Background: an optimization exercise with open tools, aiming at small area. Do not read the settings as production practice. At most, simulation tests tie the RTL to the original design; equivalence was not proved. No functional check of the RTL was part of runs 1, 2 and 4. Power is estimated from default activity; no workload was simulated.

File: design/flow/config.mk
export PLATFORM = sky130hd
export DESIGN_NAME = digital_loc
export DESIGN_NICKNAME = digital_loc
export VERILOG_FILES = /design/flow/design.v
export SDC_FILE = /design/flow/constraint.sdc
export NUM_CORES = 4
export LEC_CHECK = 0
export ABC_AREA = 1
export CAP_MARGIN = 20
export CORE_MARGIN = 2
export CORE_UTILIZATION = 40
export CTS_BUF_LIST = sky130_fd_sc_hd__clkbuf_8
export CTS_CLUSTER_DIAMETER = 100
export CTS_CLUSTER_SIZE = 30
export SLEW_MARGIN = 20
File: design/flow/constraint.sdc
create_clock -name core_clock -period 10.0 [get_ports {clk}]
set_input_delay 2.0000 -clock core_clock [delete_from_list [all_inputs] [get_ports {clk}]]
set_output_delay 2.0000 -clock core_clock [all_outputs]
set_load 0.01 [all_outputs]
File: design/flow/design.v
`timescale 1ns / 1ps
module keyedge(
	input clk,
	input rst,
	input en,
	input in,
	output z
	);
	reg [2:0] s;
	assign z = (s == 3'd4) || (s == 3'd6);
	always @(posedge clk or negedge rst)
		if (!rst)
			s <= 3'd0;
		else if (en) begin
			if (in)
				s <= (s == 3'd5) ? 3'd5 : (s == 3'd6) ? 3'd1 : s + 3'd1;
			else
				s <= (s == 3'd3) ? 3'd6 : 3'd0;
		end
endmodule
module digital_loc(
    input key_a,
    input key_b,
    input key_c,
    input key_d,
    input reset,
	 input clk,
    output [6:0] postion_state,
	 output  [3:0] x,
	 output [1:0] Led2,
	 output reg [3:0] selector,
	 output reg dot,
	 output S_CLK,
	 output LR_CLK,
	 output M_CLK,
	 output reg Sin
    );
	reg [5:0] r;
	reg [4:0] q;
	wire [4:0] gm = r[4:0] + {q[3:0], 1'b0} + {q[0], 4'b0};    
	wire tick = (gm[2:0] == 3'b111);
	wire [1:0] kk = gm[4:3];
	wire second = tick && (q == 5'd31) && (r == 6'd49);
	always @(posedge clk or negedge reset)
		if (!reset) begin
			r <= 6'd4;
			q <= 5'd0;
		end else if (r == 6'd49) begin
			r <= 6'd0;
			q <= q + 5'd1;
		end else
			r <= r + 6'd1;
	wire ka, kb, kc, kd;
	keyedge ea(clk, reset, tick, key_a, ka);
	keyedge eb(clk, reset, tick, key_b, kb);
	keyedge ec(clk, reset, tick, key_c, kc);
	keyedge ed(clk, reset, tick, key_d, kd);
	reg [3:0] state;
	assign x = state;
	localparam S_CLOCK = 4'd1, S_PAUSE = 4'd10;
	wire adjust = (state != S_CLOCK) && (state != S_PAUSE);
	wire condition = (state == 4'd6) || (state == 4'd7) || (state == 4'd8) || (state == 4'd9);
	always @(posedge clk or negedge reset)
		if (!reset)
			state <= S_CLOCK;
		else if (tick && (ka || kb)) begin
			case (state)
				S_CLOCK: state <= ka ? 4'd2 : S_PAUSE;
				S_PAUSE: state <= kb ? S_CLOCK : S_PAUSE;
				4'd2, 4'd3, 4'd4, 4'd5, 4'd6, 4'd7, 4'd8:
				         state <= ka ? state + 4'd1 : S_CLOCK;
				4'd9:    state <= ka ? 4'd2 : S_CLOCK;
				default: state <= 4'd15;
			endcase
		end
	reg [3:0] min2, min1, H2;
	reg [2:0] H1;
	reg [3:0] A_min2, A_H2;
	reg [2:0] A_min1;
	reg [1:0] A_H1;
	reg [5:0] sec;
	reg alarm;
	reg [14:0] old;
	assign Led2 = {alarm, alarm};
	function [3:0] step;
		input [3:0] v;
		input [3:0] top;
		input down;
		begin
			if (down)
				step = (v == 4'd0) ? top : v - 4'd1;
			else
				step = (v == top) ? 4'd0 : v + 4'd1;
		end
	endfunction
	wire edit = kc || kd;
	wire down = kd;
	reg [3:0] ev, etop;
	always @(*) begin
		case (state)
			4'd2: ev = min2;
			4'd3: ev = min1;
			4'd4: ev = H2;
			4'd5: ev = {1'b0, H1};
			4'd6: ev = A_min2;
			4'd7: ev = {1'b0, A_min1};
			4'd8: ev = A_H2;
			default: ev = {2'b0, A_H1};
		endcase
		case (state[1:0])
			2'd3: etop = 4'd5;
			2'd1: etop = 4'd2;
			default: etop = 4'd9;
		endcase
	end
	wire [3:0] es = step(ev, etop, down);
	always @(posedge clk or negedge reset)
		if (!reset) begin
			min2 <= 0; min1 <= 0; H1 <= 0; H2 <= 0; sec <= 0;
			A_min2 <= 0; A_min1 <= 0; A_H1 <= 0; A_H2 <= 0;
			alarm <= 0; dot <= 0; old <= 0;
		end else if (tick) begin
			if (second) begin
				dot <= !dot;
				if (state == S_PAUSE)
					dot <= 0;
				else if (alarm) begin
					alarm <= 0; sec <= 6'd1;
					{H1, H2, min1, min2} <= old;
				end else begin
					if (sec == 6'd59) begin
						sec <= 0;
						if (min2 == 4'd9) begin
							min2 <= 0;
							if (min1 == 4'd5) begin
								min1 <= 0;
								if (H1 == 3'd2 && H2 == 4'd3) begin
									H1 <= 0; H2 <= 0;
								end else if (H2 == 4'd9) begin
									H2 <= 0; H1 <= H1 + 3'd1;
								end else
									H2 <= H2 + 4'd1;
							end else
								min1 <= min1 + 4'd1;
						end else
							min2 <= min2 + 4'd1;
					end else
						sec <= sec + 6'd1;
					if (H1 == {1'b0, A_H1} && H2 == A_H2 && min1 == {1'b0, A_min1} &&
					    min2 == A_min2 && sec == 6'd0) begin
						alarm <= 1;
						old <= {H1, H2, min1, min2};
						min2 <= 4'd15; min1 <= 4'd15; H2 <= 4'd15; H1 <= 3'd7;
					end
				end
			end
			if (adjust) begin
				dot <= 0;
				min2 <= min2; min1 <= min1; H1 <= H1; H2 <= H2;
				if (edit)
					case (state)
						4'd2: min2 <= es;
						4'd3: min1 <= es;
						4'd4: H2 <= es;
						4'd5: H1 <= es[2:0];
						4'd6: A_min2 <= es;
						4'd7: A_min1 <= es[2:0];
						4'd8: A_H2 <= es;
						4'd9: A_H1 <= es[1:0];
						default: ;
					endcase
			end
		end
	reg [3:0] v;
	always @(*) begin
		case ({condition, kk})
			3'b000: v = min2;
			3'b001: v = min1;
			3'b010: v = H2;
			3'b011: v = {1'b0, H1};
			3'b100: v = A_min2;
			3'b101: v = {1'b0, A_min1};
			3'b110: v = A_H2;
			default: v = {2'b0, A_H1};
		endcase
		case (kk)
			2'd0: selector = 4'b1110;
			2'd1: selector = 4'b1101;
			2'd2: selector = 4'b1011;
			default: selector = 4'b0111;
		endcase
	end
	reg [6:0] seg;
	always @(*) begin
		case (v)
			4'd0: seg = 7'b0000001;
			4'd1: seg = 7'b1001111;
			4'd2: seg = 7'b0010010;
			4'd3: seg = 7'b0000110;
			4'd4: seg = 7'b1001100;
			4'd5: seg = 7'b0100100;
			4'd6: seg = 7'b0100000;
			4'd7: seg = 7'b0001111;
			4'd8: seg = 7'b0000000;
			4'd9: seg = 7'b0000100;
			4'd10: seg = (kk == 2'd0) ? 7'b0001000 : (kk == 2'd1) ? 7'b1110000 : 7'b0010000;
			4'd15: seg = (kk == 2'd0) ? 7'b1101010 : (kk == 2'd1) ? 7'b0001000 : 7'b1110001;
			default: seg = 7'b1111111;
		endcase
		if (kk == 2'd3)
			case (v[2:0])
				3'd3: seg = 7'b0100100;
				3'd4, 3'd5, 3'd6: seg = 7'b1111111;
				3'd7: seg = 7'b0001000;
				default: ;
			endcase
	end
	assign postion_state = seg;
	reg [2:0] mi;
	reg mo;
	assign M_CLK = mo;
	assign S_CLK = alarm && (r >= 6'd25);
	assign LR_CLK = alarm && q[4];
	wire [15:0] data = 16'b1101101101101110;
	always @(posedge clk or negedge reset)
		if (!reset) begin
			mi <= 0; mo <= 0; Sin <= 0;
		end else if (!alarm) begin
			mi <= 0; mo <= 0; Sin <= 0;
		end else begin
			if (mi == 3'd5) begin
				mi <= 0; mo <= !mo;
			end else
				mi <= mi + 3'd1;
			if (r == 6'd24)
				Sin <= data[q[3:0]];
		end
endmodule
File: design/flow/run.sh
#!/bin/bash
# synth_recipe.tcl (not shown) runs the flow's synth.tcl, then flattens the netlist and writes it again
# the make line also repeats each setting of config.mk as NAME=value (left out here)
make -C /OpenROAD-flow-scripts/flow DESIGN_CONFIG=/design/flow/config.mk WORK_HOME=/design/flow/orfs CLKGATE_MAP_FILE= SYNTH_SCRIPT=/design/flow/synth_recipe.tcl finish
==> run_results.csv, run 1 <==
group,metric,value,unit
grt,use_met1,30.2,%
finish,diodes,0,
grt,grt.overflow.total,0,
synth,async_flop_share,100,%
synth,syn_inst,900,
synth,synth_area_leaders,"dfrtp_1 33%, nand2_1 12%, inv_1 7.5%, nor2_1 6.4%, ha_1 5.8%",
clocking,worstSkewPairLatency,390,ps
drt,via_per_inst,5.26,
critical_path,r2r-end,"H2[1]",
clocking,cts_hold_buf,0,
sta,hold_viol,0,
sta,clock.fmax,0.152,GHz
critical_path,required,8000,ps
grt,grt.total_usage,21.4,%
grt,grt_first_pass_wirelength,28.0,mm
flow_run,max_cap_violations,0,
synth,ys_ff_latch,83,
power,p_switching,0.529,mW
synth,synth-main-ff-cell,"dfrtp_1",
synth,netlist_area,6220,µm²
clocking,ctsResizeCount,0,
finish,drive_gt1_share,7.38,%
drt,wl_per_cell,15.1,µm
finish,fill_cells,1598,
power,p_sw_share,44.9,%
sta,drv_slew,0,
grt,met2_usage,33.0,%
placed_design,port_buffers,27,
sta,fin_setup_tns,0,ps
floorplanning,start_util,40.9,%
placed_design,globalplace.congestion,0.903,
finish,layout_common_cells,"193 x nand2_1, 124 x inv_1, 106 x nor2_1, 81 x dfrtp_1, 66 x o21ai_0",
clocking,path_clk_slew,100,ps
drt,drt.antenna.violating_nets,0,
sta,tightestPinTransition,798,ps
finish,syn2layout_area_growth,9.98,%
finish,multi_input_area,3490,µm²
synth,yosysTopAreaCell,"dfrtp_1",
critical_path,r2r_cells,13,
grt,grt_pass1_vias,5413,
synth,synth_edf_count,0,
critical_path,reg2reg_from,"state[0]",
power,p_int,0.650,mW
critical_path,end_kind,"output pin",
grt,antenna_found_initial,0,
drt,drt_iter0_markers,449,
floorplanning,ios,28,
sta,skew,14.6,ps
critical_path,worst_setup_path_start_kind,"flop",
drt,drc,0,
synth,synth.avg_cell_area,6.91,µm²
critical_path,cp_max_fo,18,
grt,grt_max_degree,77,
finish,nets,953,
sta,slew_headroom,46.7,%
grt,met3_usage,4.70,%
drt,dr.pass1.iters,6,
critical_path,startpoint,"r[2]",
critical_path,critPathCapture,"postion_state[3]",
drt,wl,16.8,mm
floorplanning,die_w,129,µm
synth,yosysWarnings,2,
synth,synth_nets,936,
clocking,cts_buffer_depth,2,
outcome,status,"timing/DRC/antenna clean",
clocking,cts_buffers,9,
sta,setup_viol,0,
clocking,cts.sinks,83,
synth,synth_cell_types,52,
clocking,root_buffer,"clkbuf_8",
power,powerDensity,172,nW/µm²
clocking,cts-htree-levels,3,
hold_path,min_path_type,"flop to flop",
floorplanning,core_area,15200,µm²
power,ir_worst_vdd,0.0902,mV
grt,busiest_layer,"met2",
synth,ys_seq_area_share,33.4,%
sta,hold_ws,478,ps
floorplanning,fp-row-count,45,
critical_path,crit_type,"flop to output pin",
critical_path,regToRegSetupSlack,6480,ps
sta,grt_setup_unrepaired,"false",
synth,yosysTopAreaCellShare,32.6,%
power,power.leakage,3.45,nW
finish,seqCellArea,2080,µm²
power,combPwrFrac,42.6,%
placed_design,hpwl,12.2,mm
floorplanning,die-area,16600,µm²
drt,dr_total_vias,5840,
clocking,post_cts_buffers,0,
power,power.clock.fraction,22.6,%
sta,period_needed,6590,ps
power,p_seq_share,34.8,%
critical_path,arrival,4590,ps
clocking,cts_tree,"yes",
floorplanning,fp.dieH,129,µm
finish,mostFrequentLayoutCell,"nand2_1",
sta,fin_crit_sh,65.9,%
## cell type report
class	instances	share of cell area [%]
clock buffers	9	1.81
multi-input cells	654	51.1
well taps	188	3.44
repair buffers	31	4.41
clock inverters	7	1.26
flip-flops and latches	83	30.4
inverters	138	7.58
## cells by family after synthesis
logic type | share of synthesized area, %
buf+inv | 10.4
compound gates | 15.7
fa+ha+maj | 6.16
flops | 33.4
simple gates | 31.2
xor+xnor | 2.96
mux | 0.161
## flip-flops by register name, indices dropped and copies added (netlist names), 2 cells and up
name / flops
ed.s: 3
A_H2: 4
state: 4
H2: 4
ec.s: 3
A_min1: 3
A_H1: 2
H1: 3
min1: 4
ea.s: 3
mi: 3
sec: 6
old: 15
min2: 4
r: 6
eb.s: 3
A_min2: 4
q: 5
## power groups by stage
stage          sequential (mW)  clock, mW  combinational (mW)
2_1_floorplan            0.395          0               0.364
3_3_place_gp             0.415          0               0.498
3_5_place_dp             0.415          0               0.496
4_1_cts                  0.409      0.275               0.498
5_1_grt                  0.414      0.291               0.562
6_report                 0.410      0.266               0.503
## worst max-delay path: stages (launching register included)
cell and delay (ps):
dfstp_2 620, ha_1 160, ha_1 130, inv_1 40, fa_1 990, inv_1 380
nand4_1 360, nand2_1 80, nor2_1 120, nand2_2 130, nor2_2 190, inv_1 60
nor2_1 150, nor2_1 70, nand3_1 70, nand2_1 50, nand2_1 50, clkdlybuf4s50_1 540
## metrics by stage
| step | area (µm²) | std cells | power [mW] | worst slack, ps | utilization [%] |
|---|---|---|---|---|---|
| detailed placement | 6620 | 1094 | 0.911 | 3900 | 43.6 |
| floorplan | 6220 | 900 | 0.759 | 5050 | - |
| global route | 6840 | 1110 | 1.27 | 3070 | 45.0 |
| finish | 6840 | 1110 | 1.18 | 3410 | 45.0 |
| global placement | 6620 | 1094 | 0.914 | 3970 | 43.6 |
| CTS | 6830 | 1110 | 1.18 | 3450 | 45.0 |
## synth_stat cells (all sizes together) (2+ instances only)
master,count
xor2,13
nor2,113
a21boi,5
or2,4
o22ai,19
nor4,6
a31oi,7
o31ai,2
nand3,43
a22oi,5
a21oi,46
o211ai,6
o21a,3
buf,12
o21ai,74
nand4,31
clkbuf,13
clkinv,3
dfrtp,81
inv,135
xnor2,8
nand2,203
nor3,25
dfstp,2
nor3b,2
ha,29
## routing by layer
metal  share of wire (%)  vias up
li1                    -     2987
met1                  49     2687
met3                 5.3       26
met4                 2.5        0
met5                   0        -
met2                  43      140
## worst min-delay path by stage
stage | from | to | depth (start not counted)
2_1_floorplan | old[14] | old[14] | 2
3_3_place_gp | mo | mo | 1
3_5_place_dp | mo | mo | 1
4_1_cts | mo | mo | 1
5_1_grt | old[7] | old[7] | 2
6_report | mo | mo | 1
==> inputs of run 2 (changes only) <==
==> design/flow/config.mk (replaced) <==
export PLATFORM = sky130hd
export DESIGN_NAME = digital_loc
export DESIGN_NICKNAME = digital_loc
export VERILOG_FILES = /design/flow/design.v
export SDC_FILE = /design/flow/constraint.sdc
export NUM_CORES = 4
export LEC_CHECK = 0
export CAP_MARGIN = 20
export CORE_MARGIN = 2
export CORE_UTILIZATION = 40
export SLEW_MARGIN = 20
==> run 2 against run 1 <==
Non-clock buffer count shrank 1. Global-route usage shrank 0.53 points. Total power up 13%. Fmax decreased by 2.0%. First-iteration DRC count is 7.1% lower. Wire length shrank 2.6%. Cell count is 17% lower. Utilization is 0.16 points lower. Flip-flop and latch count did not move. Combinational power rose by 8.0%. Sequential power grew 6.8%. Sequential share of layout area rose by 0.22 points.
==> run_results.csv, run 2 <==
group,metric,value,unit
drt,drt_iter0_markers,417,
sta,grt_setup_unrepaired,"false",
floorplanning,die-area,16400,µm²
floorplanning,die_w,128,µm
critical_path,required,8000,ps
synth,synth_nets,771,
floorplanning,core_area,15100,µm²
finish,regMostFlops,"old",
clocking,path_clk_slew,70,ps
placed_design,hpwl,11.4,mm
sta,fin_crit_sh,67.2,%
placed_design,pre_cts_ws,3690,ps
critical_path,critPathCapture,"postion_state[6]",
finish,layout_common_cells,"90 x nand2_1, 81 x dfrtp_1, 63 x o21ai_0, 55 x nor2_1, 43 x a21oi_1",
synth,synth_top_family_by_area,"compound AO/OA/AOI/OAI gates",
grt,grt_max_degree,55,
synth,synth_compound_area_share,23.1,%
sta,hold_viol,0,
finish,mostFrequentLayoutCell,"nand2_1",
sta,drv_slew,0,
finish,diodes,0,
floorplanning,start_util,40.7,%
placed_design,globalplace.congestion,0.879,
synth,syn_inst,735,
sta,clock.fmax,0.149,GHz
synth,synth_area_leaders,"dfrtp_1 33%, ha_1 5.9%, nand2_1 5.5%, o21ai_0 5.1%, a21oi_1 3.5%",
synth,yosysTopAreaCell,"dfrtp_1",
drt,drt.antenna.violating_nets,0,
synth,ys_seq_area_share,33.7,%
floorplanning,fp-row-count,45,
sta,period_needed,6720,ps
drt,wl_per_cell,17.7,µm
outcome,status,"timing/DRC/antenna clean",
clocking,cts_buffer_depth,2,
grt,grt_first_pass_wirelength,27.2,mm
finish,syn2layout_area_growth,10.2,%
synth,synthTopCellsByCount,"90 x nand2_1, 81 x dfrtp_1, 63 x o21ai_0, 55 x nor2_1, 43 x a21oi_1",
sta,fin_setup_tns,0,ps
clocking,root_buffer,"clkbuf_16",
clocking,cts.sinks,83,
finish,largest_reg_flops,15,
grt,antenna_found_initial,0,
drt,dr_total_vias,5543,
synth,netlist_area,6160,µm²
critical_path,crit_type,"flop to output pin",
hold_path,min_path_type,"flop to flop",
clocking,post_cts_buffers,0,
clocking,cts_buffers,9,
flow_run,max_cap_violations,0,
finish,nets,764,
synth,synth.most_common_cell,"nand2_1",
synth,synth_xor_area_share,4.89,%
synth,synth_fa_ha_area_share,6.38,%
grt,grt.total_usage,20.9,%
synth,synth.avg_cell_area,8.38,µm²
drt,drc,0,
critical_path,reg2reg_from,"state[0]",
synth,synthSimpleGateAreaFrac,19.9,%
grt,grt_pass1_vias,5309,
finish,fill_cells,1461,
clocking,cts_tree,"yes",
synth,synth.area.mux_share,6.50,%
sta,setup_viol,0,
drt,wl,16.3,mm
clocking,cts_hold_buf,0,
clocking,ctsResizeCount,0,
drt,dr.pass1.iters,5,
critical_path,startpoint,"r[2]",
synth,ys_ff_latch,83,
power,ir_worst_vdd,0.0823,mV
critical_path,r2r_cells,13,
drt,via_per_inst,6.02,
clocking,worstSkewPairLatency,360,ps
grt,grt.overflow.total,0,
sta,hold_ws,486,ps
synth,synth-main-ff-cell,"dfrtp_1",
synth,synth_cell_types,78,
synth,yosysWarnings,2,
critical_path,worst_setup_path_start_kind,"flop",
finish,largestRegisters,"old x15, r x6, sec x6",
placed_design,port_buffers,27,
finish,drive_gt1_share,8.19,%
power,powerDensity,195,nW/µm²
sta,tightestPinTransition,989,ps
clocking,cts-htree-levels,3,
synth,async_flop_share,100,%
critical_path,end_kind,"output pin",
critical_path,r2r-end,"min2[1]",
sta,layout_setup_ws,3280,ps
synth,synth_edf_count,0,
power,power.leakage,2.81,nW
sta,slew_headroom,33.6,%
sta,skew,10.1,ps
critical_path,cp_max_fo,12,
synth,yosysTopAreaCellShare,32.9,%
floorplanning,fp.dieH,128,µm
floorplanning,ios,28,
critical_path,arrival,4720,ps
critical_path,regToRegSetupSlack,6150,ps
power,p_total,1.33,mW
## run 2: cell families after synthesis
logic type | after synthesis
flip-flops | 83
buffers and inverters | 82
adder cells (fa/ha/maj) | 31
AO/OA/AOI/OAI | 213
XOR/XNOR | 32
multiplexers | 34
AND/OR/NAND/NOR | 260
## run 2: area by class of cell
cell class	count	area, µm²	share of cell area (%)
clock buffer	11	243	3.58
tap	188	235	3.47
timing repair buffer	30	290	4.28
clock inverter	5	62.6	0.922
inverter	34	128	1.88
multi-input combinational	570	3750	55.2
sequential	83	2080	30.6
## run 2: stage by stage
step / util (%) / cells / cell area, µm²
6_report: 44.8 / 921 / 6790
5_1_grt: 44.8 / 921 / 6790
4_1_cts: 44.8 / 921 / 6790
3_5_place_dp: 42.8 / 905 / 6480
3_3_place_gp: 42.8 / 905 / 6480
2_1_floorplan: - / 735 / 6160
## run 2: per-layer routing
layer | vias up | global-route usage, % | share of wire, %
li1 | 2635 | - | -
met1 | 2704 | 28.4 | 45
met2 | 176 | 32.8 | 47
met3 | 28 | 3.26 | 5.8
met4 | 0 | 9.50 | 2.1
met5 | - | 0 | 0
## run 2: power breakdown
group	leakage, nW	switching, mW	total (mW)	internal, mW
clock	0.142	0.144	0.346	0.202
sequential	1.11	0.0699	0.438	0.369
combinational	1.56	0.340	0.543	0.202
total	2.81	0.554	1.33	0.773
## run 2: how the worst min path moves through the flow
stage                       start       to  cells past startpoint
after global placement     old[1]   old[1]                      2
after global routing       old[1]   old[1]                      2
final                     old[12]  old[12]                      2
after floorplan           old[12]  old[12]                      2
after detailed placement  old[12]  old[12]                      2
after CTS                 old[12]  old[12]                      2
## run 2: worst max-delay path: stages (launching register included)
cell and delay, ps:
dfstp_2 600, ha_1 170, ha_1 150, inv_1 50, fa_1 370, xnor3_1 300, xnor2_1 800, a211oi_1 170
a211oi_1 340, nor3_2 150, nand2_1 160, a21oi_1 100, a21o_1 170, a221oi_1 240, clkdlybuf4s50_1 580
==> inputs of run 3 (changes only) <==
--- a/design/flow/design.v
+++ b/design/flow/design.v
@@ -95,25 +95,9 @@
 	endfunction
 	wire edit = kc || kd;
 	wire down = kd;
-	reg [3:0] ev, etop;
-	always @(*) begin
-		case (state)
-			4'd2: ev = min2;
-			4'd3: ev = min1;
-			4'd4: ev = H2;
-			4'd5: ev = {1'b0, H1};
-			4'd6: ev = A_min2;
-			4'd7: ev = {1'b0, A_min1};
-			4'd8: ev = A_H2;
-			default: ev = {2'b0, A_H1};
-		endcase
-		case (state[1:0])
-			2'd3: etop = 4'd5;
-			2'd1: etop = 4'd2;
-			default: etop = 4'd9;
-		endcase
-	end
-	wire [3:0] es = step(ev, etop, down);
+	wire [3:0] H1s = step({1'b0, H1}, 4'd2, down);
+	wire [3:0] AH1s = step({2'b0, A_H1}, 4'd2, down);
+	wire [3:0] Am1s = step({1'b0, A_min1}, 4'd5, down);
 	always @(posedge clk or negedge reset)
 		if (!reset) begin
 			min2 <= 0; min1 <= 0; H1 <= 0; H2 <= 0; sec <= 0;
@@ -159,14 +143,14 @@
 				min2 <= min2; min1 <= min1; H1 <= H1; H2 <= H2;
 				if (edit)
 					case (state)
-						4'd2: min2 <= es;
-						4'd3: min1 <= es;
-						4'd4: H2 <= es;
-						4'd5: H1 <= es[2:0];
-						4'd6: A_min2 <= es;
-						4'd7: A_min1 <= es[2:0];
-						4'd8: A_H2 <= es;
-						4'd9: A_H1 <= es[1:0];
+						4'd2: min2 <= step(min2, 4'd9, down);
+						4'd3: min1 <= step(min1, 4'd5, down);
+						4'd4: H2 <= step(H2, 4'd9, down);
+						4'd5: H1 <= H1s[2:0];
+						4'd6: A_min2 <= step(A_min2, 4'd9, down);
+						4'd7: A_min1 <= Am1s[2:0];
+						4'd8: A_H2 <= step(A_H2, 4'd9, down);
+						4'd9: A_H1 <= AH1s[1:0];
 						default: ;
 					endcase
 			end
==> run 3 against run 2 <==
Largest power group unchanged. Worst hold slack gained 2.8 ps. Global-route usage shrank 2.0 points. Critical path depth shrank 1.
==> run_results.csv, run 3 <==
group,metric,value,unit
drt,drt.antenna.violating_nets,0,
sta,fin_crit_sh,70.4,%
finish,seqCellArea,2080,µm²
synth,synth_cell_types,84,
clocking,path_clk_slew,60,ps
grt,grt_pass1_vias,5267,
floorplanning,die_w,134,µm
critical_path,crit_type,"flop to output pin",
synth,ys_seq_area_share,30.9,%
synth,synth_fa_ha_area_share,6.25,%
synth,yosysWarnings,2,
clocking,cts-htree-levels,3,
sta,period_needed,7040,ps
placed_design,globalplace.congestion,0.857,
critical_path,r2r-end,"old[5]",
synth,yosysTopAreaCell,"dfrtp_1",
placed_design,pre_cts_ws,3340,ps
synth,synth.area.mux_share,5.80,%
finish,multi_input_area,4170,µm²
sta,skew,11.8,ps
synth,ys_ff_latch,83,
synth,syn_inst,805,
critical_path,worst_setup_path_start_kind,"flop",
critical_path,end_kind,"output pin",
synth,yosysTopAreaCellShare,30.1,%
placed_design,port_buffers,27,
sta,setup_viol,0,
sta,hold_viol,0,
clocking,worstSkewPairLatency,350,ps
drt,wl_per_cell,16.0,µm
clocking,cts.sinks,83,
placed_design,hpwl,11.4,mm
clocking,cts_buffers,9,
power,ir_worst_vdd,0.113,mV
critical_path,r2r_cells,7,
clocking,post_cts_buffers,0,
flow_run,max_cap_violations,0,
drt,dr_total_vias,5739,
grt,antenna_found_initial,0,
grt,grt_first_pass_wirelength,27.3,mm
finish,drive_gt1_share,8.31,%
floorplanning,die-area,17900,µm²
synth,synth_nets,844,
clocking,root_buffer,"clkbuf_16",
finish,largestRegisters,"old x15, r x6, sec x6",
clocking,cts_buffer_depth,2,
synth,synth_area_leaders,"dfrtp_1 30%, ha_1 5.9%, o21ai_0 5.4%, nand2_1 5.3%, a21oi_1 3.9%",
grt,grt_max_degree,57,
sta,grt_setup_unrepaired,"false",
finish,layout_common_cells,"95 x nand2_1, 81 x dfrtp_1, 73 x o21ai_0, 56 x nor2_1, 53 x a21oi_1",
finish,fill_cells,1651,
synth,synthSimpleGateAreaFrac,21.2,%
synth,async_flop_share,100,%
clocking,ctsResizeCount,0,
synth,synth.avg_cell_area,8.36,µm²
power,powerDensity,188,nW/µm²
finish,diodes,0,
outcome,status,"timing/DRC/antenna clean",
hold_path,min_path_type,"flop to flop",
floorplanning,fp-row-count,47,
floorplanning,core_area,16500,µm²
power,power.leakage,2.88,nW
sta,slew_headroom,47.0,%
clocking,cts_hold_buf,0,
drt,drt_iter0_markers,507,
sta,fin_setup_tns,0,ps
synth,synth_xor_area_share,5.61,%
drt,wl,16.2,mm
grt,grt.overflow.total,0,
finish,largest_reg_flops,15,
synth,synth_edf_count,0,
finish,mostFrequentLayoutCell,"nand2_1",
sta,clock.fmax,0.142,GHz
critical_path,required,8000,ps
sta,layout_setup_ws,2960,ps
drt,drc,0,
finish,syn2layout_area_growth,7.90,%
synth,synthTopCellsByCount,"95 x nand2_1, 81 x dfrtp_1, 73 x o21ai_0, 56 x nor2_1, 53 x a21oi_1",
synth,synth.most_common_cell,"nand2_1",
critical_path,critPathCapture,"postion_state[5]",
drt,dr.pass1.iters,5,
sta,drv_slew,0,
sta,tightestPinTransition,794,ps
finish,nets,828,
critical_path,arrival,5040,ps
synth,synth_compound_area_share,23.0,%
clocking,cts_tree,"yes",
synth,netlist_area,6730,µm²
drt,via_per_inst,5.66,
floorplanning,ios,28,
critical_path,reg2reg_from,"sec[0]",
critical_path,cp_max_fo,21,
power,p_total,1.37,mW
floorplanning,start_util,40.7,%
finish,regMostFlops,"old",
hold_path,worstHoldStart,"old[7]",
synth,synth-main-ff-cell,"dfrtp_1",
critical_path,regToRegSetupSlack,6620,ps
grt,grt.total_usage,18.9,%
floorplanning,fp.dieH,134,µm
synth,synth_top_family_by_area,"compound AO/OA/AOI/OAI gates",
critical_path,startpoint,"r[2]",
## run 3: worst min path at each step
stage / endpoint / slack [ps] / cells past startpoint
floorplan: old[10] / 440 / 2
global placement: old[12] / 460 / 2
detailed placement: old[2] / 470 / 2
CTS: old[2] / 490 / 2
global route: old[7] / 510 / 1
finish: old[7] / 490 / 1
## run 3: report_power, final
part	internal, mW	leakage (nW)	total [mW]	switching (mW)
combinational	0.260	1.63	0.596	0.336
clock	0.194	0.139	0.338	0.144
sequential	0.364	1.12	0.431	0.0678
## run 3: cells by family (layout without fill, tap and decap cells)
family                     count (synthesis)  after routing
AOI/OAI and AO/OA                        232            232
xor gates and xnor gates                  37             37
adders and majority gates                 33             33
buffers and inverters                     96             85
DFF                                       83             83
muxes                                     32             32
and+or+nand+nor                          292            292
## run 3: critical path, cell delays in order (launching register included)
cell,delay (ps)
dfstp_2,600
ha_1,150
ha_1,130
inv_1,40
fa_1,1000
inv_1,350
or4_1,630
o311ai_4,120
o31ai_4,130
nand2_2,220
nor2_2,120
a22o_1,250
a222oi_1,340
clkdlybuf4s50_1,600
## run 3: area by class of cell
cell class / count / area share, %
inverter: 36 / 1.89
sequential: 83 / 28.6
clock buffer: 10 / 3.15
clock inverter: 6 / 0.879
timing repair buffer: 33 / 4.31
tap: 220 / 3.79
multi-input combinational: 626 / 57.3
## run 3: per-stage QoR
stage	utilization, %	hold WS [ps]	std cells	area [µm²]
after floorplan	-	441	805	6730
after CTS	44.0	490	1014	7260
after global placement	42.2	463	998	6970
after global routing	44.0	511	1014	7260
final	44.0	489	1014	7260
after detailed placement	42.2	474	998	6970
## run 3: per-layer routing
metal | GRT usage (%) | wire [µm] | vias to the layer above
met2 | 28.8 | 7040 | 132
met4 | 4.85 | 204 | 0
met1 | 27.5 | 8300 | 2734
met3 | 3.69 | 680 | 17
met5 | 0 | 0 | -
li1 | - | - | 2856
==> inputs of run 4 (changes only) <==
--- a/design/flow/design.v
+++ b/design/flow/design.v
@@ -95,9 +95,25 @@
 	endfunction
 	wire edit = kc || kd;
 	wire down = kd;
-	wire [3:0] H1s = step({1'b0, H1}, 4'd2, down);
-	wire [3:0] AH1s = step({2'b0, A_H1}, 4'd2, down);
-	wire [3:0] Am1s = step({1'b0, A_min1}, 4'd5, down);
+	reg [3:0] ev, etop;
+	always @(*) begin
+		case (state)
+			4'd2: ev = min2;
+			4'd3: ev = min1;
+			4'd4: ev = H2;
+			4'd5: ev = {1'b0, H1};
+			4'd6: ev = A_min2;
+			4'd7: ev = {1'b0, A_min1};
+			4'd8: ev = A_H2;
+			default: ev = {2'b0, A_H1};
+		endcase
+		case (state[1:0])
+			2'd3: etop = 4'd5;
+			2'd1: etop = 4'd2;
+			default: etop = 4'd9;
+		endcase
+	end
+	wire [3:0] es = step(ev, etop, down);
 	always @(posedge clk or negedge reset)
 		if (!reset) begin
 			min2 <= 0; min1 <= 0; H1 <= 0; H2 <= 0; sec <= 0;
@@ -143,14 +159,14 @@
 				min2 <= min2; min1 <= min1; H1 <= H1; H2 <= H2;
 				if (edit)
 					case (state)
-						4'd2: min2 <= step(min2, 4'd9, down);
-						4'd3: min1 <= step(min1, 4'd5, down);
-						4'd4: H2 <= step(H2, 4'd9, down);
-						4'd5: H1 <= H1s[2:0];
-						4'd6: A_min2 <= step(A_min2, 4'd9, down);
-						4'd7: A_min1 <= Am1s[2:0];
-						4'd8: A_H2 <= step(A_H2, 4'd9, down);
-						4'd9: A_H1 <= AH1s[1:0];
+						4'd2: min2 <= es;
+						4'd3: min1 <= es;
+						4'd4: H2 <= es;
+						4'd5: H1 <= es[2:0];
+						4'd6: A_min2 <= es;
+						4'd7: A_min1 <= es[2:0];
+						4'd8: A_H2 <= es;
+						4'd9: A_H1 <= es[1:0];
 						default: ;
 					endcase
 			end
==> design/flow/flow/run.sh (new file) <==
#!/bin/bash
# Own flow: the standard synthesis, its combinational logic re-mapped with a deeper ABC script
# (registers untouched), then the standard ORFS layout with lighter clock tree and port buffers.
set -euo pipefail
W=$PWD
R=$W/orfs/results/$FLOW_PLATFORM/digital_loc/base
bash standard.sh synth > $W/std_synth.log 2>&1
cp $R/1_2_yosys.v $W/1_2_yosys_standard.v
if python3 $W/flow/resynth.py $W/1_2_yosys_standard.v $W/1_2_yosys_resynth.v $W > $W/resynth.log 2>&1; then
  cp $W/1_2_yosys_resynth.v $R/1_2_yosys.v
  rm -f $R/1_synth.odb $R/1_synth.sdc
else
  echo "resynthesis failed, keeping the standard netlist" >> $W/resynth.log
fi
export BUFFER_PORTS_ARGS="-buffer_cell sky130_fd_sc_hd__buf_1"
export CTS_ARGS="-sink_clustering_enable -repair_clock_nets -dont_use_dummy_load"
bash standard.sh finish > $W/std_finish.log 2>&1
==> design/flow/flow/resynth.py (new file) <==
"""Re-map the combinational logic of the standard synthesis netlist with a deeper ABC script.
Registers (instances, names, cell types) are kept as the standard synthesis made them."""
import os, re, subprocess, sys

src, dst, work = sys.argv[1], sys.argv[2], sys.argv[3]
plat = os.environ.get("FLOW_PLATFORM", "sky130hd")
flow_home = os.environ["FLOW_HOME"]
lib = f"{flow_home}/platforms/{plat}/lib/sky130_fd_sc_hd__tt_025C_1v80.lib"
cfg = open(f"{flow_home}/platforms/{plat}/config.mk").read()
m = re.search(r"DONT_USE_CELLS \+= \\\n((?:.*\\\n)*.*\n)", cfg)
dont = re.findall(r"sky130_fd_sc_hd__\w+", m.group(1)) if m else []
tmp = os.path.join(work, "resynth_out.v")
ys = open(os.path.join(os.path.dirname(__file__), "resynth.ys.in")).read()
ys = (ys.replace("@LIB@", lib).replace("@IN@", src).replace("@TOP@", os.environ.get("FLOW_TOP", "digital_loc"))
        .replace("@DONTUSE@", " ".join("-dont_use " + c for c in dont))
        .replace("@T@", os.environ.get("RESYNTH_T", "60"))
        .replace("@STAT@", os.path.join(work, "resynth_stat.txt")).replace("@OUT@", tmp))
open(os.path.join(work, "resynth.ys"), "w").write(ys)
with open(os.path.join(work, "resynth_yosys.log"), "w") as log:
    subprocess.run(["yosys", "-s", os.path.join(work, "resynth.ys")], stdout=log, stderr=subprocess.STDOUT, check=True)

text = open(tmp).read()
# keep only the top module (the register cells were kept as modules for flattening)
mods = re.split(r"(?=^module )", text, flags=re.M)
top = [x for x in mods if x.startswith("module " + os.environ.get("FLOW_TOP", "digital_loc") + "(")]
assert len(top) == 1
out = top[0]
out = out[: out.index("endmodule") + len("endmodule")] + "\n"

def regs(t):
    return sorted(re.findall(r"^\s*(sky130_fd_sc_hd__df\w+)\s+(\S+)\s*\(", t, flags=re.M))

a, b = regs(open(src).read()), regs(out)
assert a == b and len(a) > 0, "registers changed"
assert "assign" not in out, "assign left in netlist"
open(dst, "w").write(out)
print(f"resynth ok: {len(a)} registers kept")
==> design/flow/flow/resynth.ys.in (new file) <==
read_liberty -ignore_miss_func @LIB@
read_verilog @IN@
hierarchy -top @TOP@
setattr -mod -set keep_hierarchy 1 sky130_fd_sc_hd__df*
flatten
rename -hide w:*.*
opt_clean -purge
abc -liberty @LIB@ @DONTUSE@ -script +strash;&get,-n;&deepsyn,-T,@T@;&put;dch,-f;amap;topo
opt_clean -purge
hilomap -singleton -hicell sky130_fd_sc_hd__conb_1 HI -locell sky130_fd_sc_hd__conb_1 LO
splitnets
opt_clean -purge
insbuf -buf sky130_fd_sc_hd__buf_1 A X
opt_clean -purge
tee -o @STAT@ stat -liberty @LIB@
write_verilog -noattr -noexpr -nohex -nodec @OUT@
==> design/flow/standard.sh (new file) <==
#!/bin/bash
# synth_recipe.tcl (not shown) runs the flow's synth.tcl, then flattens the netlist and writes it again
# the make line also repeats each setting of config.mk as NAME=value (left out here)
make -C /OpenROAD-flow-scripts/flow DESIGN_CONFIG=/design/flow/config.mk WORK_HOME=/design/flow/orfs CLKGATE_MAP_FILE= SYNTH_SCRIPT=/design/flow/synth_recipe.tcl "${@:-finish}"
removed: design/flow/run.sh
==> run 4 against run 3 <==
Still clean. Synthesized area fell by 29%. Critical path depth grew 5. Register-to-register slack got worse by 2200 ps. Combinational power decreased by 95%. Synthesized cell count fell by 22%. Total power shrank 51%. Clock skew is 3.5 ps lower. Sequential share of layout area rose by 10 points. Global-route usage increased by 5.5 points. Flip-flop and latch count unchanged. Critical path type unchanged. Critical endpoint unchanged. Largest power group is now registers. Highest routed layer unchanged.
==> run_results.csv, run 4 <==
group,metric,value,unit
synth,yosysWarnings,2,
hold_path,whs_path_depth,1,
drt,dr.pass1.iters,5,
hold_path,holdPathEnd,"mi[0]",
clocking,root_buffer,"clkbuf_16",
power,power.leakage,2.15,nW
drt,wl_per_cell,18.6,µm
finish,mostFrequentLayoutCell,"nor2_1",
flow_run,max_cap_violations,0,
sta,hold_viol,0,
finish,seqCellArea,2080,µm²
critical_path,r2r-end,"H1[2]",
sta,skew,8.27,ps
finish,diodes,0,
critical_path,arrival,4780,ps
power,p_int,0.509,mW
floorplanning,fp-row-count,40,
placed_design,post-place-cells,799,
finish,layout_common_cells,"136 x nor2_1, 101 x clkinv_1, 81 x dfrtp_1, 54 x a21oi_1",
finish,fin_cells,808,
sta,period_needed,6780,ps
power,powerDensity,125,nW/µm²
clocking,cts_hold_buf,0,
floorplanning,core_area,11900,µm²
hold_path,worstHoldStart,"mi[0]",
finish,drive_gt1_share,2.42,%
critical_path,worst_setup_path_start_kind,"flop",
grt,antenna_found_initial,0,
clocking,cts_tree,"yes",
power,p_switching,0.154,mW
placed_design,hpwl,11.4,mm
clocking,path_clk_slew,50,ps
sta,tightestPinTransition,955,ps
finish,nets,669,
critical_path,required,8000,ps
critical_path,end_kind,"output pin",
clocking,cts_buffers,9,
sta,setup_viol,0,
critical_path,crit_type,"flop to output pin",
floorplanning,die-area,12900,µm²
finish,multi_input_area,2320,µm²
drt,wl,15.0,mm
sta,fin_crit_sh,67.8,%
floorplanning,start_util,40.5,%
drt,drc,0,
floorplanning,fp.dieH,114,µm
drt,dr_total_vias,4837,
placed_design,port_buffers,27,
power,power.clock.fraction,43.2,%
power,p_seq_share,52.6,%
grt,grt_first_pass_wirelength,24.6,mm
power,p_sw_share,23.2,%
finish,largestRegisters,"old x15, r x6, sec x6",
grt,grt.total_usage,24.4,%
power,ir_worst_vdd,0.0767,mV
floorplanning,ios,28,
sta,fin_setup_tns,0,ps
clocking,post_cts_buffers,0,
synth,synth.avg_cell_area,7.68,µm²
clocking,cts_buffer_depth,2,
critical_path,regToRegSetupSlack,4440,ps
outcome,status,"timing/DRC/antenna clean",
sta,drv_slew,0,
synth,synth_nets,631,
floorplanning,die_w,114,µm
placed_design,globalplace.congestion,0.983,
synth,netlist_area,4800,µm²
power,combPwrFrac,4.2,%
grt,grt_pass1_vias,4621,
grt,grt_max_degree,48,
clocking,cts-htree-levels,3,
finish,syn2layout_area_growth,11.0,%
critical_path,cp_max_fo,10,
clocking,ctsResizeCount,0,
critical_path,r2r_cells,17,
clocking,worstSkewPairLatency,350,ps
drt,drt.antenna.violating_nets,0,
finish,regMostFlops,"old",
finish,fill_cells,1211,
power,p_total,0.663,mW
drt,via_per_inst,5.99,
synth,syn_inst,625,
critical_path,reg2reg_from,"state[0]",
drt,drt_iter0_markers,411,
sta,grt_setup_unrepaired,"false",
grt,grt.overflow.total,0,
sta,slew_headroom,35.7,%
hold_path,min_path_type,"flop to flop",
finish,largest_reg_flops,15,
sta,clock.fmax,0.147,GHz
clocking,cts.sinks,83,
-- run 4: how the worst max path moves through the flow --
| stage | start | to |
|---|---|---|
| final | state[2] | postion_state[5] |
| after global routing | state[2] | postion_state[5] |
| after CTS | state[2] | postion_state[5] |
| after detailed placement | state[2] | postion_state[5] |
| after global placement | state[2] | postion_state[5] |
| after floorplan | state[2] | postion_state[5] |
-- run 4: cell type report --
| class | instances | area share [%] |
|---|---|---|
| multi-input cells | 437 | 43.6 |
| flip-flops and latches | 83 | 39.0 |
| inverters | 101 | 7.12 |
| clock buffers | 9 | 4.23 |
| well taps | 147 | 3.45 |
| repair buffers | 31 | 2.54 |
-- run 4: through the flow --
| stage | util (%) | worst slack [ps] | hold WS, ps | instance area (µm²) |
|---|---|---|---|---|
| 6_report | 44.9 | 3220 | 448 | 5330 |
| 3_3_place_gp | 43.0 | 3700 | 444 | 5100 |
| 3_5_place_dp | 43.0 | 3680 | 445 | 5100 |
| 5_1_grt | 44.9 | 2770 | 476 | 5330 |
| 4_1_cts | 44.9 | 3310 | 452 | 5330 |
| 2_1_floorplan | - | 4270 | 426 | 4800 |
-- run 4: critical path, cell delays in order (launching register included) --
cell and delay [ps]:
dfrtp_1 490, nor2_1 380, clkinv_1 330, o32ai_1 230, buf_4 240, clkinv_1 220, o22ai_1 370, o32ai_1 220
nor3_1 320, clkinv_1 200, a21oi_1 220, nor2_1 70, a21oi_1 170, nor2_1 70, a31oi_1 200, a21boi_0 290
nor2_1 70, nor3_1 170, buf_1 170
-- run 4: layer usage --
metal	vias up	track usage, %	wire length [µm]
met2	186	38.2	6820
met3	25	4.73	951
met4	0	9.51	370
met5	-	0	0
li1	2317	-	-
met1	2309	33.7	6860
-- run 4: power by group through the flow --
stage          clock network, mW  logic [mW]  registers (mW)
2_1_floorplan                  0      0.0156           0.354
6_report                   0.287      0.0277           0.349
4_1_cts                    0.290      0.0282           0.349
3_5_place_dp                   0      0.0282           0.354
5_1_grt                    0.301      0.0322           0.350
3_3_place_gp                   0      0.0267           0.354
==> inputs of run 5 (changes only) <==
--- a/design/flow/design.v
+++ b/design/flow/design.v
@@ -7,15 +7,14 @@
 	output z
 	);
 	reg [2:0] s;
-	assign z = (s == 3'd4) || (s == 3'd6);
+	assign z = s[1] && !s[0];
 	always @(posedge clk or negedge rst)
 		if (!rst)
-			s <= 3'd0;
+			s <= 3'b000;
 		else if (en) begin
-			if (in)
-				s <= (s == 3'd5) ? 3'd5 : (s == 3'd6) ? 3'd1 : s + 3'd1;
-			else
-				s <= (s == 3'd3) ? 3'd6 : 3'd0;
+			s[0] <= in && !s[2];
+			s[1] <= s[0] && (in || (s[2] && s[1]));
+			s[2] <= in && (s[2] || (s[1] && s[0]));
 		end
 endmodule
 module digital_loc(
@@ -38,14 +37,15 @@
 	reg [5:0] r;
 	reg [4:0] q;
 	wire [4:0] gm = r[4:0] + {q[3:0], 1'b0} + {q[0], 4'b0};    
-	wire tick = (gm[2:0] == 3'b111);
+	wire tick = r[0] && (gm[2:1] == 2'b11);
 	wire [1:0] kk = gm[4:3];
-	wire second = tick && (q == 5'd31) && (r == 6'd49);
+	wire r49 = r[5] && r[4] && r[0];           
+	wire second = (q == 5'd31) && r49;          
 	always @(posedge clk or negedge reset)
 		if (!reset) begin
 			r <= 6'd4;
 			q <= 5'd0;
-		end else if (r == 6'd49) begin
+		end else if (r49) begin
 			r <= 6'd0;
 			q <= q + 5'd1;
 		end else
@@ -119,7 +119,7 @@
 			min2 <= 0; min1 <= 0; H1 <= 0; H2 <= 0; sec <= 0;
 			A_min2 <= 0; A_min1 <= 0; A_H1 <= 0; A_H2 <= 0;
 			alarm <= 0; dot <= 0; old <= 0;
-		end else if (tick) begin
+		end else if (tick || second) begin
 			if (second) begin
 				dot <= !dot;
 				if (state == S_PAUSE)
@@ -128,7 +128,7 @@
 					alarm <= 0; sec <= 6'd1;
 					{H1, H2, min1, min2} <= old;
 				end else begin
-					if (sec == 6'd59) begin
+					if (sec[5] && sec[4] && sec[3] && sec[1] && sec[0]) begin    
 						sec <= 0;
 						if (min2 == 4'd9) begin
 							min2 <= 0;
--- a/design/flow/flow/run.sh
+++ b/design/flow/flow/run.sh
@@ -13,5 +13,5 @@
   echo "resynthesis failed, keeping the standard netlist" >> $W/resynth.log
 fi
 export BUFFER_PORTS_ARGS="-buffer_cell sky130_fd_sc_hd__buf_1"
-export CTS_ARGS="-sink_clustering_enable -repair_clock_nets -dont_use_dummy_load"
+export CTS_ARGS="-sink_clustering_enable -repair_clock_nets -dont_use_dummy_load -buf_list sky130_fd_sc_hd__clkbuf_8 -root_buf sky130_fd_sc_hd__clkbuf_8 -sink_clustering_size 90 -sink_clustering_max_diameter 500"
 bash standard.sh finish > $W/std_finish.log 2>&1
==> run 5 against run 4 <==
Fmax grew 4.1%. Cell count shrank 1.7%. Total power grew 49%. Critical path type unchanged. Clock-buffer cell count is the same. Clock skew grew 13 ps. Critical endpoint is now postion_state[0]. Largest cell class unchanged.
==> run_results.csv, run 5 <==
group,metric,value,unit
clocking,cts_hold_buf,0,
hold_path,holdPathEnd,"ea.s[0]",
clocking,root_buffer,"clkbuf_8",
sta,layout_setup_ws,3490,ps
critical_path,arrival,4510,ps
critical_path,end_kind,"output pin",
grt,grt_pass1_vias,4604,
synth,yosysWarnings,2,
drt,dr.pass1.iters,6,
sta,drv_slew,0,
floorplanning,fp-row-count,39,
outcome,status,"timing/DRC/antenna clean",
finish,multi_input_area,2230,µm²
critical_path,max_stage_delay,570,ps
clocking,path_clk_slew,90,ps
placed_design,placed_cell_area,4980,µm²
power,p_total,0.988,mW
synth,synth.avg_cell_area,7.60,µm²
sta,skew,20.8,ps
drt,drt_iter0_markers,576,
sta,grt_setup_unrepaired,"false",
hold_path,whs_path_depth,1,
synth,netlist_area,4670,µm²
hold_path,worstHoldStart,"ea.s[2]",
sta,tightestPinTransition,970,ps
floorplanning,start_util,40.9,%
critical_path,r2r_cells,15,
clocking,cts_tree,"yes",
finish,fill_cells,1180,
sta,hold_viol,0,
finish,layout_common_cells,"134 x nor2_1, 95 x clkinv_1, 81 x dfrtp_1, 57 x o21ai_0, 56 x a21oi_1",
grt,grt_first_pass_wirelength,23.5,mm
synth,syn_inst,615,
sta,hold_ws,483,ps
critical_path,cpMostUsedCell,"clkinv_1",
drt,wl_per_cell,17.7,µm
critical_path,worst_setup_path_start_kind,"flop",
drt,via_per_inst,5.99,
finish,mostFrequentLayoutCell,"nor2_1",
critical_path,crit_chain,"clkinv_1, o22ai_1, o21ai_0, clkinv_1, nor2_1, a21oi_1, nor2b_1, clkinv_1, o21ai_0, a2111oi_0, a31oi_1, clkinv_1, nand2_1, clkinv_1, o22ai_1, clkinv_1, a21oi_1, nor2_1, o21ai_0, buf_1",
synth,synth_nets,621,
clocking,cts_buffers,9,
finish,seqCellArea,2080,µm²
sta,slew_headroom,34.5,%
floorplanning,fp.dieH,112,µm
finish,fin_util,44.7,%
clocking,cts_buffer_depth,2,
critical_path,slowest_stage,"dfstp_2",
finish,largest_reg_flops,15,
grt,grt.overflow.total,0,
power,power.leakage,2.02,nW
placed_design,pre_cts_ws,3950,ps
hold_path,min_path_type,"flop to flop",
grt,antenna_found_initial,0,
clocking,cts-htree-levels,3,
floorplanning,die_w,112,µm
power,ir_worst_vdd,0.133,mV
finish,drive_gt1_share,2.61,%
finish,largestRegisters,"old x15, r x6, sec x6",
floorplanning,die-area,12600,µm²
clocking,cts.sinks,83,
placed_design,globalplace.congestion,1.03,
placed_design,port_buffers,27,
critical_path,reg2reg_from,"state[2]",
finish,regMostFlops,"old",
power,powerDensity,194,nW/µm²
floorplanning,core_area,11400,µm²
drt,dr_total_vias,4757,
sta,setup_viol,0,
critical_path,cp_max_fo,6,
floorplanning,ios,28,
sta,clock.fmax,0.154,GHz
critical_path,regToRegSetupSlack,5580,ps
finish,final_area,5100,µm²
finish,diodes,0,
drt,drt.antenna.violating_nets,0,
finish,fin_cells,794,
sta,period_needed,6510,ps
critical_path,required,8000,ps
drt,wl,14.1,mm
sta,fin_setup_tns,0,ps
critical_path,r2r-end,"H2[1]",
clocking,ctsResizeCount,0,
finish,syn2layout_area_growth,9.18,%
sta,fin_crit_sh,65.1,%
placed_design,hpwl,10.5,mm
drt,drc,0,
grt,grt.total_usage,23.3,%
clocking,worstSkewPairLatency,380,ps
flow_run,max_cap_violations,0,
clocking,post_cts_buffers,0,
critical_path,critPathTopFamily,"compound AO/OA/AOI/OAI gates",
placed_design,post-place-cells,785,
grt,grt_max_degree,74,
finish,nets,659,
critical_path,path_buf_inv,7,
critical_path,crit_type,"flop to output pin",
-- run 5: changes by cell type in the layout (fill, tap and decap cells not counted), moves of 3 or more --
cell       before  now
o32ai_1        14    6
clkbuf_8        0    9
nand3_1         9   12
nand2_1        36   44
or3_1           3    0
a22oi_1        10    2
o221ai_1        4    7
clkbuf_16       9    0
a21o_1          4    1
nor3_1         20   12
or2_0           6    3
o21ai_0        34   57
clkinv_1      101   95
-- run 5: area by class of cell --
| class | count | area share [%] |
|---|---|---|
| multi-input cells | 433 | 43.7 |
| well taps | 143 | 3.51 |
| inverters | 95 | 6.99 |
| repair buffers | 31 | 2.65 |
| flip-flops and latches | 83 | 40.8 |
| clock buffers | 9 | 2.43 |
-- run 5: worst max path at each step --
stage               depth (start not counted)               end  slack [ps]  startpoint
floorplan                                  19  postion_state[0]        4600        r[2]
global placement                           20  postion_state[0]        4290        r[2]
detailed placement                         20  postion_state[0]        3950        r[2]
CTS                                        20  postion_state[0]        3540        r[2]
global route                               20  postion_state[0]        2980        r[2]
finish                                     20  postion_state[0]        3490        r[2]
-- run 5: routing by layer --
metal | vias to the layer above | wire, µm | global-route usage, % | part of all wire [%]
li1 | 2242 | - | - | -
met1 | 2262 | 6120 | 31.3 | 43
met2 | 211 | 6490 | 37.6 | 46
met3 | 42 | 1120 | 4.27 | 7.9
met4 | 0 | 362 | 9.35 | 2.6
met5 | - | 0 | 0 | 0
-- run 5: power breakdown --
part           internal (mW)  switching (mW)
combinational          0.129           0.294
clock                 0.0806           0.111
sequential             0.350          0.0232
-- run 5: worst register-to-register path: cells and delay by family (launching register included) --
| family | cells | cell delay, ps |
|---|---|---|
| AO/OA/AOI/OAI | 8 | 1860 |
| AND/OR/NAND/NOR | 6 | 1450 |
| buffers and inverters | 1 | 510 |
| flip-flops | 1 | 470 |
==> inputs of run 6 (changes only) <==
--- a/design/flow/design.v
+++ b/design/flow/design.v
@@ -80,7 +80,9 @@
 	reg [1:0] A_H1;
 	reg [5:0] sec;
 	reg alarm;
-	reg [14:0] old;
+	reg [3:0] O_min2, O_H2;
+	reg [2:0] O_min1;
+	reg [1:0] O_H1;
 	assign Led2 = {alarm, alarm};
 	function [3:0] step;
 		input [3:0] v;
@@ -94,22 +96,32 @@
 		end
 	endfunction
 	wire edit = kc || kd;
-	wire down = kd;
+	wire down = adjust && kd;
+	wire c0 = (min2 == 4'd9);                      
+	wire c1 = c0 && (min1 == 4'd5);                
+	wire h23 = (H1 == 3'd2) && (H2 == 4'd3);       
+	wire c2 = c1 && (H2 == 4'd9);                  
+	reg [2:0] idx;
 	reg [3:0] ev, etop;
 	always @(*) begin
-		case (state)
-			4'd2: ev = min2;
-			4'd3: ev = min1;
-			4'd4: ev = H2;
-			4'd5: ev = {1'b0, H1};
-			4'd6: ev = A_min2;
-			4'd7: ev = {1'b0, A_min1};
-			4'd8: ev = A_H2;
+		if (adjust)
+			idx = state[2:0] - 3'd2;
+		else
+			idx = !c0 ? 3'd0 : !c1 ? 3'd1 : !c2 ? 3'd2 : 3'd3;
+		case (idx)
+			3'd0: ev = min2;
+			3'd1: ev = min1;
+			3'd2: ev = H2;
+			3'd3: ev = {1'b0, H1};
+			3'd4: ev = A_min2;
+			3'd5: ev = {1'b0, A_min1};
+			3'd6: ev = A_H2;
 			default: ev = {2'b0, A_H1};
 		endcase
-		case (state[1:0])
-			2'd3: etop = 4'd5;
-			2'd1: etop = 4'd2;
+		case (idx)
+			3'd1, 3'd5: etop = 4'd5;
+			3'd3: etop = adjust ? 4'd2 : 4'd7;
+			3'd7: etop = 4'd2;
 			default: etop = 4'd9;
 		endcase
 	end
@@ -118,7 +130,7 @@
 		if (!reset) begin
 			min2 <= 0; min1 <= 0; H1 <= 0; H2 <= 0; sec <= 0;
 			A_min2 <= 0; A_min1 <= 0; A_H1 <= 0; A_H2 <= 0;
-			alarm <= 0; dot <= 0; old <= 0;
+			alarm <= 0; dot <= 0;
 		end else if (tick || second) begin
 			if (second) begin
 				dot <= !dot;
@@ -126,30 +138,22 @@
 					dot <= 0;
 				else if (alarm) begin
 					alarm <= 0; sec <= 6'd1;
-					{H1, H2, min1, min2} <= old;
+					H1 <= {1'b0, O_H1}; H2 <= O_H2; min1 <= {1'b0, O_min1}; min2 <= O_min2;
 				end else begin
 					if (sec[5] && sec[4] && sec[3] && sec[1] && sec[0]) begin    
 						sec <= 0;
-						if (min2 == 4'd9) begin
-							min2 <= 0;
-							if (min1 == 4'd5) begin
-								min1 <= 0;
-								if (H1 == 3'd2 && H2 == 4'd3) begin
-									H1 <= 0; H2 <= 0;
-								end else if (H2 == 4'd9) begin
-									H2 <= 0; H1 <= H1 + 3'd1;
-								end else
-									H2 <= H2 + 4'd1;
-							end else
-								min1 <= min1 + 4'd1;
-						end else
-							min2 <= min2 + 4'd1;
+						min2 <= c0 ? 4'd0 : es;
+						if (c0) min1 <= c1 ? 4'd0 : es;
+						if (c1) begin
+							H2 <= (h23 || c2) ? 4'd0 : es;
+							if (h23) H1 <= 3'd0;
+							else if (c2) H1 <= es[2:0];
+						end
 					end else
 						sec <= sec + 6'd1;
 					if (H1 == {1'b0, A_H1} && H2 == A_H2 && min1 == {1'b0, A_min1} &&
 					    min2 == A_min2 && sec == 6'd0) begin
 						alarm <= 1;
-						old <= {H1, H2, min1, min2};
 						min2 <= 4'd15; min1 <= 4'd15; H2 <= 4'd15; H1 <= 3'd7;
 					end
 				end
@@ -171,6 +175,12 @@
 					endcase
 			end
 		end
+	always @(posedge clk or negedge reset)
+		if (!reset) begin
+			O_min2 <= 0; O_min1 <= 0; O_H2 <= 0; O_H1 <= 0;
+		end else if (!alarm) begin
+			O_min2 <= A_min2; O_min1 <= A_min1; O_H2 <= A_H2; O_H1 <= A_H1;
+		end
 	reg [3:0] v;
 	always @(*) begin
 		case ({condition, kk})
--- a/design/flow/config.mk
+++ b/design/flow/config.mk
@@ -7,5 +7,5 @@
 export LEC_CHECK = 0
 export CAP_MARGIN = 20
 export CORE_MARGIN = 2
-export CORE_UTILIZATION = 40
+export CORE_UTILIZATION = 65
 export SLEW_MARGIN = 20
==> run 6 against run 5 <==
Worst hold slack worse by 28 ps. Die area decreased by 39%. Clock-buffer cell count is the same. Wire length fell by 4.0%. Non-clock buffer count is the same. Sequential power grew 7.8%. Global-route usage up 13 points. Fmax shrank 6.4%. Via count down 0.67%. Critical path type unchanged. Critical endpoint is now postion_state[1]. Largest cell class unchanged. Highest routed layer unchanged.
==> run_results.csv, run 6 <==
group,metric,value,unit
outcome,status,"timing/DRC/antenna clean",
drt,dr.pass1.iters,8,
synth,synth.avg_cell_area,7.78,µm²
clocking,path_clk_slew,90,ps
sta,grt_setup_unrepaired,"false",
clocking,cts_buffers,9,
synth,synth_nets,586,
finish,final_area,4860,µm²
placed_design,port_buffers,27,
grt,grt.overflow.total,0,
sta,fin_setup_tns,0,ps
finish,nets,622,
critical_path,crit_type,"flop to output pin",
clocking,root_buffer,"clkbuf_8",
sta,period_needed,6960,ps
power,power.leakage,1.94,nW
sta,hold_viol,0,
clocking,worstSkewPairLatency,360,ps
floorplanning,start_util,66.8,%
placed_design,placed_cell_area,4730,µm²
critical_path,startpoint,"state[2]",
drt,via_per_inst,6.81,
drt,wl_per_cell,19.5,µm
critical_path,regToRegSetupSlack,4340,ps
sta,fin_crit_sh,69.6,%
grt,grt_first_pass_wirelength,21.3,mm
drt,drt_iter0_markers,571,
critical_path,worst_setup_path_start_kind,"flop",
clocking,cts-htree-levels,3,
critical_path,cp_max_fo,14,
finish,largestRegisters,"r x6, sec x6, q x5",
sta,drv_slew,0,
synth,yosysWarnings,2,
critical_path,arrival,4960,ps
clocking,cts_hold_buf,0,
power,p_total,1.14,mW
power,powerDensity,234,nW/µm²
drt,drc,0,
clocking,cts_buffer_depth,2,
drt,dr_total_vias,4725,
clocking,post_cts_buffers,0,
drt,drt.antenna.violating_nets,0,
placed_design,pre_cts_ws,3200,ps
finish,fill_cells,547,
finish,mostFrequentLayoutCell,"nor2_1",
floorplanning,core_area,6760,µm²
drt,wl,13.5,mm
placed_design,hpwl,9.92,mm
sta,setup_viol,0,
grt,grt.total_usage,36.6,%
clocking,cts_tree,"yes",
floorplanning,die-area,7620,µm²
grt,grt_max_degree,82,
sta,clock.fmax,0.144,GHz
finish,layout_common_cells,"115 x nor2_1, 82 x clkinv_1, 79 x dfrtp_1, 52 x o21ai_0, 46 x a21oi_1",
floorplanning,ios,28,
floorplanning,fp-row-count,30,
sta,layout_setup_ws,3040,ps
finish,drive_gt1_share,2.93,%
clocking,ctsResizeCount,0,
floorplanning,die_w,87.3,µm
grt,antenna_found_initial,0,
hold_path,min_path_type,"flop to flop",
critical_path,reg2reg_from,"state[0]",
synth,syn_inst,580,
placed_design,globalplace.congestion,1.02,
grt,grt_pass1_vias,4209,
finish,diodes,0,
critical_path,end_kind,"output pin",
synth,netlist_area,4510,µm²
critical_path,required,8000,ps
flow_run,max_cap_violations,0,
sta,tightestPinTransition,1090,ps
finish,syn2layout_area_growth,7.82,%
sta,slew_headroom,26.6,%
hold_path,worstHoldStart,"mi[0]",
floorplanning,fp.dieH,87.3,µm
sta,skew,27.3,ps
clocking,cts.sinks,81,
power,ir_worst_vdd,0.108,mV
[run 6: worst max-delay path: stages, from the launching register on]
cell      delay [ps]
dfrtp_1          610
nor2_1           170
clkinv_1         140
nor2_1            90
a31oi_2          580
clkinv_1         470
o221ai_1         300
o21ai_0          120
nor4_1           270
o21ai_0          270
nor2_1           350
nand2_1          100
o32ai_1          230
nor2_1           110
o32a_1           220
nor2_1           170
nor2_1            60
a311oi_1         190
buf_1            180
[run 6: final cells by class]
type / instances / area [µm²] / share of cell area (%)
clock buffer: 9 / 124 / 2.55
multi-input combinational: 411 / 2160 / 44.5
inverter: 82 / 308 / 6.33
timing repair buffer: 31 / 139 / 2.85
tap: 80 / 100 / 2.06
sequential: 81 / 2030 / 41.7
[run 6: metal layers]
metal  GRT usage (%)  up-vias  wire (µm)
li1                -     2159          -
met4            15.1        0        557
met2            57.0      340       6200
met5               0        -          0
met1            49.0     2166       5350
met3            9.29       60       1420
[run 6: path summary, 6_finish.rpt]
check | to | cells after the start
hold / removal | mi[0] | 1
max in group asynchronous | min2[1] | 2
setup / recovery | postion_state[1] | 18
hold reg to reg | mi[0] | 1
setup reg to reg | H2[3] | 18
min in group asynchronous | r[1] | 2
[run 6: report_power, final]
| part | leakage [nW] | total (mW) | switching, mW | internal, mW |
|---|---|---|---|---|
| combinational | 0.796 | 0.551 | 0.386 | 0.165 |
| clock | 0.0647 | 0.184 | 0.104 | 0.0805 |
| sequential | 1.08 | 0.403 | 0.0444 | 0.358 |
| total | 1.94 | 1.14 | 0.534 | 0.603 |
[run 6: through the flow]
| stage | util, % | hold slack [ps] | instances |
|---|---|---|---|
| detailed placement | 70.0 | 443 | 685 |
| floorplan | - | 421 | 580 |
| global placement | 70.0 | 439 | 685 |
| finish | 72.0 | 455 | 694 |
| global route | 72.0 | 480 | 694 |
| CTS | 71.9 | 456 | 694 |
==> inputs of run 7 (changes only) <==
--- a/design/flow/config.mk
+++ b/design/flow/config.mk
@@ -7,5 +7,6 @@
 export LEC_CHECK = 0
 export CAP_MARGIN = 20
 export CORE_MARGIN = 2
-export CORE_UTILIZATION = 65
+export CORE_UTILIZATION = 80
+export PLACE_DENSITY = 0.85
 export SLEW_MARGIN = 20
==> run 7 against run 6 <==
Synthesized area did not move. Die area fell by 18%. First-iteration DRC count rose by 110%. Non-clock buffer count did not move. Clock power rose by 2%. Worst hold slack improved by 8.3 ps. Critical path depth rose by 1. Via count rose by 7.4%.
==> run_results.csv, run 7 <==
group,metric,value,unit
synth,synth_nets,586,
drt,drt.antenna.violating_nets,0,
drt,via_per_inst,7.40,
critical_path,cp_max_fo,14,
drt,wl,14.2,mm
placed_design,post-place-cells,677,
sta,clock.fmax,0.141,GHz
hold_path,worstHoldStart,"mi[0]",
finish,largestRegisters,"r x6, sec x6, q x5",
floorplanning,start_util,82.4,%
sta,drv_slew,0,
synth,yosysWarnings,2,
power,ir_worst_vdd,0.197,mV
finish,syn2layout_area_growth,7.60,%
placed_design,globalplace.congestion,1.18,
critical_path,arrival,5070,ps
sta,grt_setup_unrepaired,"false",
finish,nets,622,
sta,skew,25.6,ps
clocking,root_buffer,"clkbuf_8",
power,powerDensity,235,nW/µm²
grt,grt_first_pass_wirelength,22.5,mm
power,power.leakage,1.94,nW
sta,setup_viol,0,
floorplanning,core_area,5470,µm²
finish,diodes,0,
synth,netlist_area,4510,µm²
critical_path,reg2reg_from,"state[2]",
hold_path,min_path_type,"flop to flop",
grt,grt.overflow.total,0,
sta,slew_headroom,35.4,%
drt,dr_total_vias,5076,
clocking,cts_tree,"yes",
finish,final_area,4850,µm²
drt,dr.pass1.iters,14,
clocking,cts.sinks,81,
placed_design,pre_cts_ws,3290,ps
placed_design,port_buffers,27,
critical_path,startpoint,"state[2]",
critical_path,slowest_stage,"dfrtp_1",
grt,antenna_found_initial,0,
critical_path,crit_chain,"nor2_1, clkinv_1, nor2_1, a31oi_2, clkinv_1, nand2_1, o22ai_1, a311oi_1, o21a_1, o21ai_0, clkinv_1, nor2_1, nor2_1, a21oi_1, o32a_1, nor2_1, nor2_1, a311oi_1, buf_1",
critical_path,max_stage_delay,620,ps
floorplanning,ios,28,
floorplanning,fp.dieH,79.1,µm
drt,drc,0,
placed_design,placed_cell_area,4720,µm²
clocking,cts-htree-levels,3,
clocking,worstSkewPairLatency,360,ps
clocking,ctsResizeCount,0,
grt,grt_max_degree,82,
drt,wl_per_cell,20.7,µm
sta,hold_viol,0,
grt,grt.total_usage,47.2,%
clocking,cts_hold_buf,0,
sta,fin_crit_sh,70.7,%
finish,fin_cells,686,
grt,grt_pass1_vias,4746,
sta,tightestPinTransition,963,ps
sta,layout_setup_ws,2930,ps
clocking,cts_buffer_depth,2,
flow_run,max_cap_violations,0,
finish,drive_gt1_share,2.93,%
clocking,post_cts_buffers,0,
critical_path,crit_type,"flop to output pin",
critical_path,critPathTopFamily,"compound AO/OA/AOI/OAI gates",
critical_path,end_kind,"output pin",
critical_path,required,8000,ps
clocking,cts_buffers,9,
finish,layout_common_cells,"115 x nor2_1, 82 x clkinv_1, 79 x dfrtp_1, 52 x o21ai_0, 46 x a21oi_1",
clocking,path_clk_slew,80,ps
critical_path,cpMostUsedCell,"nor2_1",
critical_path,path_buf_inv,4,
synth,synth.avg_cell_area,7.78,µm²
synth,syn_inst,580,
sta,period_needed,7070,ps
finish,fill_cells,275,
outcome,status,"timing/DRC/antenna clean",
placed_design,hpwl,9.57,mm
sta,fin_setup_tns,0,ps
finish,mostFrequentLayoutCell,"nor2_1",
floorplanning,fp-row-count,27,
sta,hold_ws,463,ps
critical_path,worst_setup_path_start_kind,"flop",
drt,drt_iter0_markers,1219,
floorplanning,die-area,6260,µm²
floorplanning,die_w,79.1,µm
==> run 7: layout make-up <==
class | instances | area, µm² | share of cell area [%]
Multi-Input combinational cell | 411 | 2160 | 44.6
Sequential cell | 81 | 2030 | 41.8
Inverter | 82 | 308 | 6.34
Timing Repair Buffer | 31 | 139 | 2.86
Clock buffer | 9 | 124 | 2.55
Tap cell | 72 | 90.1 | 1.86
==> run 7: worst paths after layout <==
kind	slack, ps	cells past startpoint	end
setup reg to reg	4490	20	min2[3]
min in group asynchronous	1790	2	r[1]
setup / recovery	2930	19	postion_state[1]
hold / removal	460	1	mi[0]
hold reg to reg	460	1	mi[0]
max in group asynchronous	7710	2	A_min1[0]
==> run 7: report_power, final <==
part | leakage [nW] | internal (mW) | switching [mW]
Clock | 0.0647 | 0.0805 | 0.107
Sequential | 1.08 | 0.358 | 0.0471
Combinational | 0.796 | 0.164 | 0.383
==> run 7: per-stage QoR <==
step / utilization (%) / total power, mW
final: 88.7 / 1.14
after global routing: 88.7 / 1.18
after CTS: 88.5 / 1.10
after detailed placement: 86.3 / 0.912
after global placement: 86.3 / 0.892
after floorplan: - / 0.750
==> run 7: layer usage <==
layer / wire [µm] / GRT usage [%] / vias up / share of wire, %
li1: - / - / 2146 / -
met1: 4850 / 58.4 / 2263 / 34
met2: 6310 / 74.5 / 498 / 45
met3: 1870 / 13.0 / 169 / 13
met4: 1140 / 28.1 / 0 / 8.0
met5: 0 / 1.82 / - / 0
==> run 7: worst reg2reg max path, cell delays in order, from the launching register on <==
cell      delay [ps]
dfrtp_1          620
nor2_1           190
nand2_1          150
nor2_1           100
nor2_1           400
clkinv_1         370
nand3_1          220
nor4_1           100
a21oi_1          240
clkinv_1         180
a311oi_1         280
o221ai_1         270
or3_1            440
nor3_1           180
a31oi_1          100
nor2_1           160
clkinv_1         110
o21ai_0          210
o21ai_0          130
o21ai_0          690
o21ai_0          210

Setup slack of run 7, layout unchanged: 2.931 ns with ideal ports, 2.901 ns with driving cells assumed (clock clkbuf_16, inputs buf_2), 3.283 ns with port delays also shifted by the 0.382 ns mid clock arrival.
